What follows belongs to an exercise in optimizing a design on an open flow for small area, a short achievable clock period and few clock cycles per item; a production flow would make more cautious choices.
At most, simulation tests tie the RTL to the original design; equivalence was not proved.
Power figures rest on the tool's default switching activity, not on a simulated workload.

==> job 7707: inputs <==
// simple_cpu_top
module simple_cpu_top #(
    parameter BIT_WIDTH = 16,
    parameter PROGRAM_FILE = "program.mem"
)(
    input wire clk,
    input wire rst_n,
    input wire start,
    input wire [BIT_WIDTH-1:0] operand_a,
    input wire [BIT_WIDTH-1:0] operand_b,
    output wire [BIT_WIDTH-1:0] result,
    output wire done
);
clock: 5.0 ns
lec_check: 0
cap_margin: 20
core_margin: 2
core_utilization: 40
cts_buf_list: sky130_fd_sc_hd__clkbuf_4
cts_cluster_diameter: 200
cts_cluster_size: 30
gpl_timing_driven: 0
slew_margin: 20
synth_hierarchical: 1
synth_minimum_keep_size: 0
standard.sh (not shown) runs the stock make flow with config.mk's settings and CLKGATE_MAP_FILE= SYNTH_SCRIPT=/design/flow/synth_recipe.tcl, a recipe that flattens the netlist after the stock synthesis.
==> flow/flow/run.sh <==
#!/bin/bash
# The standard layout with: port buffers made from buf_2 cells (ORFS's
# default picks a delay buffer, clkdlybuf4s50_1) and the output-port buffers
# then reduced to buf_1; the buffers that synthesis (ABC) inserted removed at
# floorplan, leaving buffering to the resizer, which sees the placement; and
# ORFS's power recovery after global routing, which downsizes gates off the
# critical paths.
set -euo pipefail
bash standard.sh "BUFFER_PORTS_ARGS=-buffer_cell sky130_fd_sc_hd__buf_2" "POST_GLOBAL_PLACE_TCL=$(pwd)/flow/outbuf.tcl" REMOVE_ABC_BUFFERS=1 RECOVER_POWER=100 finish > standard_run.log 2>&1
==> flow/flow/outbuf.tcl <==
# After global placement: the output-port buffers drive only the port's fixed
# load and have plenty of slack, so use the smallest buffer for them.
foreach inst [get_cells output*] {
  replace_cell $inst sky130_fd_sc_hd__buf_1
}
==> job 5317 (differences from job 7707) <==
--- a/flow/design.v
+++ b/flow/design.v
@@ -1,8 +1,10 @@
 module simple_datapath #(
     parameter BIT_WIDTH = 16
 )(
+    input wire clk,
+    input wire en,
     input wire [BIT_WIDTH-1:0] a,
     input wire [BIT_WIDTH-1:0] b,
     output wire [BIT_WIDTH-1:0] p
 );
     wire w1 = ~(a[0] & b[0]);
@@ -418,49 +420,55 @@
     mul_ao u143 (.g(w365), .p(w364), .ci(w363), .co(w366));
     wire w367, w368;
     mul_ha u144 (.x(w205), .y(w207), .s(w367), .c(w368));
     wire w369;
     mul_ao u145 (.g(w368), .p(w367), .ci(w366), .co(w369));
+    reg [21:0] q;
+    always @(posedge clk)
+        if (en) q <= {w346, w292, w317, w268, w291, w267, w246, w245, w243, w208, w225, w369, ~(w367 ^ w366), ~(w364 ^ w363), ~(w359 ^ w358), ~(w356 ^ w355), ~w354, ~w352, ~w350, ~w348, w17 ^ w2, ~w1};
+    assign p[0] = q[0];
+    assign p[1] = q[1];
+    assign p[2] = q[2];
+    assign p[3] = q[3];
+    assign p[4] = q[4];
+    assign p[5] = q[5];
+    assign p[6] = q[6];
+    assign p[7] = q[7];
+    assign p[8] = q[8];
+    assign p[9] = q[9];
     wire w370, w371;
-    mul_ha u146 (.x(w225), .y(w208), .s(w370), .c(w371));
+    mul_ha u146 (.x(q[11]), .y(q[12]), .s(w370), .c(w371));
     wire w372;
-    mul_ao u147 (.g(w371), .p(w370), .ci(w369), .co(w372));
+    mul_ao u147 (.g(w371), .p(w370), .ci(q[10]), .co(w372));
     wire w373, w374;
-    mul_ha u148 (.x(w243), .y(w245), .s(w373), .c(w374));
+    mul_ha u148 (.x(q[13]), .y(q[14]), .s(w373), .c(w374));
     wire w375;
     mul_ao u149 (.g(w374), .p(w373), .ci(w372), .co(w375));
     wire w376, w377;
-    mul_ha u150 (.x(w246), .y(w267), .s(w376), .c(w377));
+    mul_ha u150 (.x(q[15]), .y(q[16]), .s(w376), .c(w377));
     wire w378;
-    mul_ao u151 (.g(w377), .p(w376), .ci(w375), .co(w378));
-    wire w379, w380;
-    mul_ha u152 (.x(w291), .y(w268), .s(w379), .c(w380));
+    mul_ao u151 (.g(w377), .p(w376), .ci(w374), .co(w378));
+    wire w379 = w376 & w373;
+    wire w380;
+    mul_ao u152 (.g(w378), .p(w379), .ci(w372), .co(w380));
     wire w381, w382;
-    mul_ha u153 (.x(w317), .y(w292), .s(w381), .c(w382));
-    wire w383;
-    mul_ao u154 (.g(w382), .p(w381), .ci(w380), .co(w383));
-    wire w384 = w381 & w379;
+    mul_ha u153 (.x(q[17]), .y(q[18]), .s(w381), .c(w382));
+    wire w383, w384;
+    mul_ha u154 (.x(q[19]), .y(q[20]), .s(w383), .c(w384));
     wire w385;
-    mul_ao u155 (.g(w380), .p(w379), .ci(w378), .co(w385));
-    wire w386;
-    mul_ao u156 (.g(w383), .p(w384), .ci(w378), .co(w386));
-    assign p[0] = ~w1;
-    assign p[1] = w17 ^ w2;
-    assign p[2] = ~w348;
-    assign p[3] = ~w350;
-    assign p[4] = ~w352;
-    assign p[5] = ~w354;
-    assign p[6] = ~(w356 ^ w355);
-    assign p[7] = ~(w359 ^ w358);
-    assign p[8] = ~(w364 ^ w363);
-    assign p[9] = ~(w367 ^ w366);
-    assign p[10] = ~(w370 ^ w369);
+    mul_ao u155 (.g(w384), .p(w383), .ci(w382), .co(w385));
+    wire w386 = w383 & w381;
+    wire w387;
+    mul_ao u156 (.g(w382), .p(w381), .ci(w380), .co(w387));
+    wire w388;
+    mul_ao u157 (.g(w385), .p(w386), .ci(w380), .co(w388));
+    assign p[10] = ~(w370 ^ q[10]);
     assign p[11] = ~(w373 ^ w372);
     assign p[12] = ~(w376 ^ w375);
-    assign p[13] = ~(w379 ^ w378);
-    assign p[14] = ~(w381 ^ w385);
-    assign p[15] = (w346 ^ w386);
+    assign p[13] = ~(w381 ^ w380);
+    assign p[14] = ~(w383 ^ w387);
+    assign p[15] = (q[21] ^ w388);
 endmodule
 module mul_fa (
     input wire x, y, z,
     output wire s, c
 );
@@ -521,17 +529,12 @@
     input wire [BIT_WIDTH-1:0] operand_a,
     input wire [BIT_WIDTH-1:0] operand_b,
     output wire [BIT_WIDTH-1:0] result,
     output wire done
 );
-    wire [BIT_WIDTH-1:0] product;
     simple_datapath #(.BIT_WIDTH(BIT_WIDTH)) datapath (
-        .a(operand_a), .b(operand_b), .p(product)
+        .clk(clk), .en(start), .a(operand_a), .b(operand_b), .p(result)
     );
     simple_control control (
         .clk(clk), .rst_n(rst_n), .start(start), .done(done)
     );
-    reg [BIT_WIDTH-1:0] result_r;
-    always @(posedge clk)
-        if (start) result_r <= product;
-    assign result = result_r;
 endmodule
==> flow/flow/run.sh (replaced) <==
#!/bin/bash
# The standard layout with: port buffers made from buf_2 cells (ORFS's
# default picks a delay buffer, clkdlybuf4s50_1), then reduced to buf_1 for
# the output ports and the lightly loaded input ports (flow/outbuf.tcl); the
# buffers that synthesis (ABC) inserted removed at
# floorplan, leaving buffering to the resizer, which sees the placement; and
# ORFS's power recovery after global routing, which downsizes gates off the
# critical paths.
set -euo pipefail
bash standard.sh "BUFFER_PORTS_ARGS=-buffer_cell sky130_fd_sc_hd__buf_2" "POST_GLOBAL_PLACE_TCL=$(pwd)/flow/outbuf.tcl" REMOVE_ABC_BUFFERS=1 RECOVER_POWER=100 finish > standard_run.log 2>&1
==> flow/flow/outbuf.tcl (replaced) <==
# After global placement: the output-port buffers drive only the port's fixed
# load, so use the smallest buffer for them (the resizer upsizes any that
# need it).
foreach inst [get_cells output*] {
  replace_cell $inst sky130_fd_sc_hd__buf_1
}
- CTS_BUF_LIST: sky130_fd_sc_hd__clkbuf_4 -> not set
- CTS_CLUSTER_DIAMETER: 200 -> not set
- CTS_CLUSTER_SIZE: 30 -> not set
- SETUP_SLACK_MARGIN: not set -> 0.5
==> job 4092 (differences from job 7707) <==
==> flow/flow/run.sh (replaced) <==
#!/bin/bash
# The standard layout with: port buffers made from buf_2 cells (ORFS's
# default picks a delay buffer, clkdlybuf4s50_1), then reduced to buf_1 for
# the output ports and the lightly loaded input ports (flow/outbuf.tcl); the
# buffers that synthesis (ABC) inserted removed at
# floorplan, leaving buffering to the resizer, which sees the placement; and
# ORFS's power recovery after global routing, which downsizes gates off the
# critical paths.
set -euo pipefail
bash standard.sh "BUFFER_PORTS_ARGS=-buffer_cell sky130_fd_sc_hd__buf_2" "POST_GLOBAL_PLACE_TCL=$(pwd)/flow/outbuf.tcl" REMOVE_ABC_BUFFERS=1 RECOVER_POWER=100 finish > standard_run.log 2>&1
==> flow/flow/outbuf.tcl (replaced) <==
# After global placement: the output-port buffers drive only the port's fixed
# load and have plenty of slack, so use the smallest buffer for them; so also
# for input-port buffers with few loads (the resizer upsizes any that need it).
foreach inst [get_cells output*] {
  replace_cell $inst sky130_fd_sc_hd__buf_1
}
foreach inst [get_cells input*] {
  set pin [get_pins -of_objects $inst -filter "direction == output"]
  set net [get_nets -of_objects $pin]
  set nload [llength [get_pins -of_objects $net -filter "direction == input"]]
  if {$nload <= 4} {
    replace_cell $inst sky130_fd_sc_hd__buf_1
  }
}
- CTS_CLUSTER_DIAMETER: 200 -> not set
- CTS_CLUSTER_SIZE: 30 -> not set
==> summary.txt <==
Switching share of power: 41.5%
Final Core Density: 44.4%
Crit-path max FO: 16
Mapped cell area: 3560 sq um
Die height: 98.4 um
First-pass GRT wire length: 13,700 um
Outcome: complete, no violations
Largest net degree at the start of global routing: 18
Vias/cell: 5.09
# the run above: job 4092

==> summary.txt <==
Mapped cell area: 3830 sq um
Outcome: complete, no violations
Vias/cell: 4.91
Final Core Density: 43.9%
Multi-In Gates: 308
Switching share of power: 41.4%
Area Overhead vs Synth: 6.26%
Worst Hold Class: reg -> reg
Largest net degree at the start of global routing: 24
First-pass GRT wire length: 13,500 um
Top pwr grp: combinational logic
# the run above: job 5317

==> summary.txt <==
Final Core Density: 44.6%
First-pass GRT wire length: 13,800 um
Final Critical Period: 4.83 ns
Clock tree from TritonCTS: done
Die height: 98.4 um
Crit-path max FO: 15
Outcome: complete, no violations
Mapped cell area: 3560 sq um
Vias/cell: 5.20
# the run above: job 7707

Testbench counts of job 7707, summed over its fixed seeds: cycles 384, items 384.
Testbench counts of job 4092, summed over its fixed seeds: cycles 384, items 384.
Function not checked in job 5317: the RTL went through the layout flow alone.

-- port drivers added, routing unchanged --
The results above use ideal ports. As a check the final layouts listed here were re-extracted and re-timed, cells and wires unchanged.
Step 1 (the two cells are an assumption about what drives the block):
set clk [get_ports {clk}]
set_driving_cell -lib_cell sky130_fd_sc_hd__clkbuf_16 $clk
set_driving_cell -lib_cell sky130_fd_sc_hd__buf_2 [delete_from_list [all_inputs] $clk]
Step 2, shift: input delay + t, output delay - t, t = (earliest + latest rising clock arrival at the registers) / 2. This alone moves slack from input paths to output paths.
Three values: no drivers, after step 1, after step 2; two values: the first two.
| run | t, ns | setup slack, ns | hold WS [ns] |
|---|---|---|---|
| job 7707 | 0.306 | 0.170 / 0.168 / -0.138 | 0.467 / 0.468 / 0.468 |
| job 5317 | 0.298 | 0.663 / 0.653 / 0.355 | 0.466 / 0.466 / 0.466 |
| job 4092 | 0.311 | 0.179 / 0.170 / -0.142 | 0.450 / 0.457 / 0.469 |
Met with ideal ports but missed after step 2: setup timing in job 7707 and job 4092. For job 4092, which loses most, drivers alone change the setup slack by -0.009 ns; drivers and shift together by -0.321 ns.
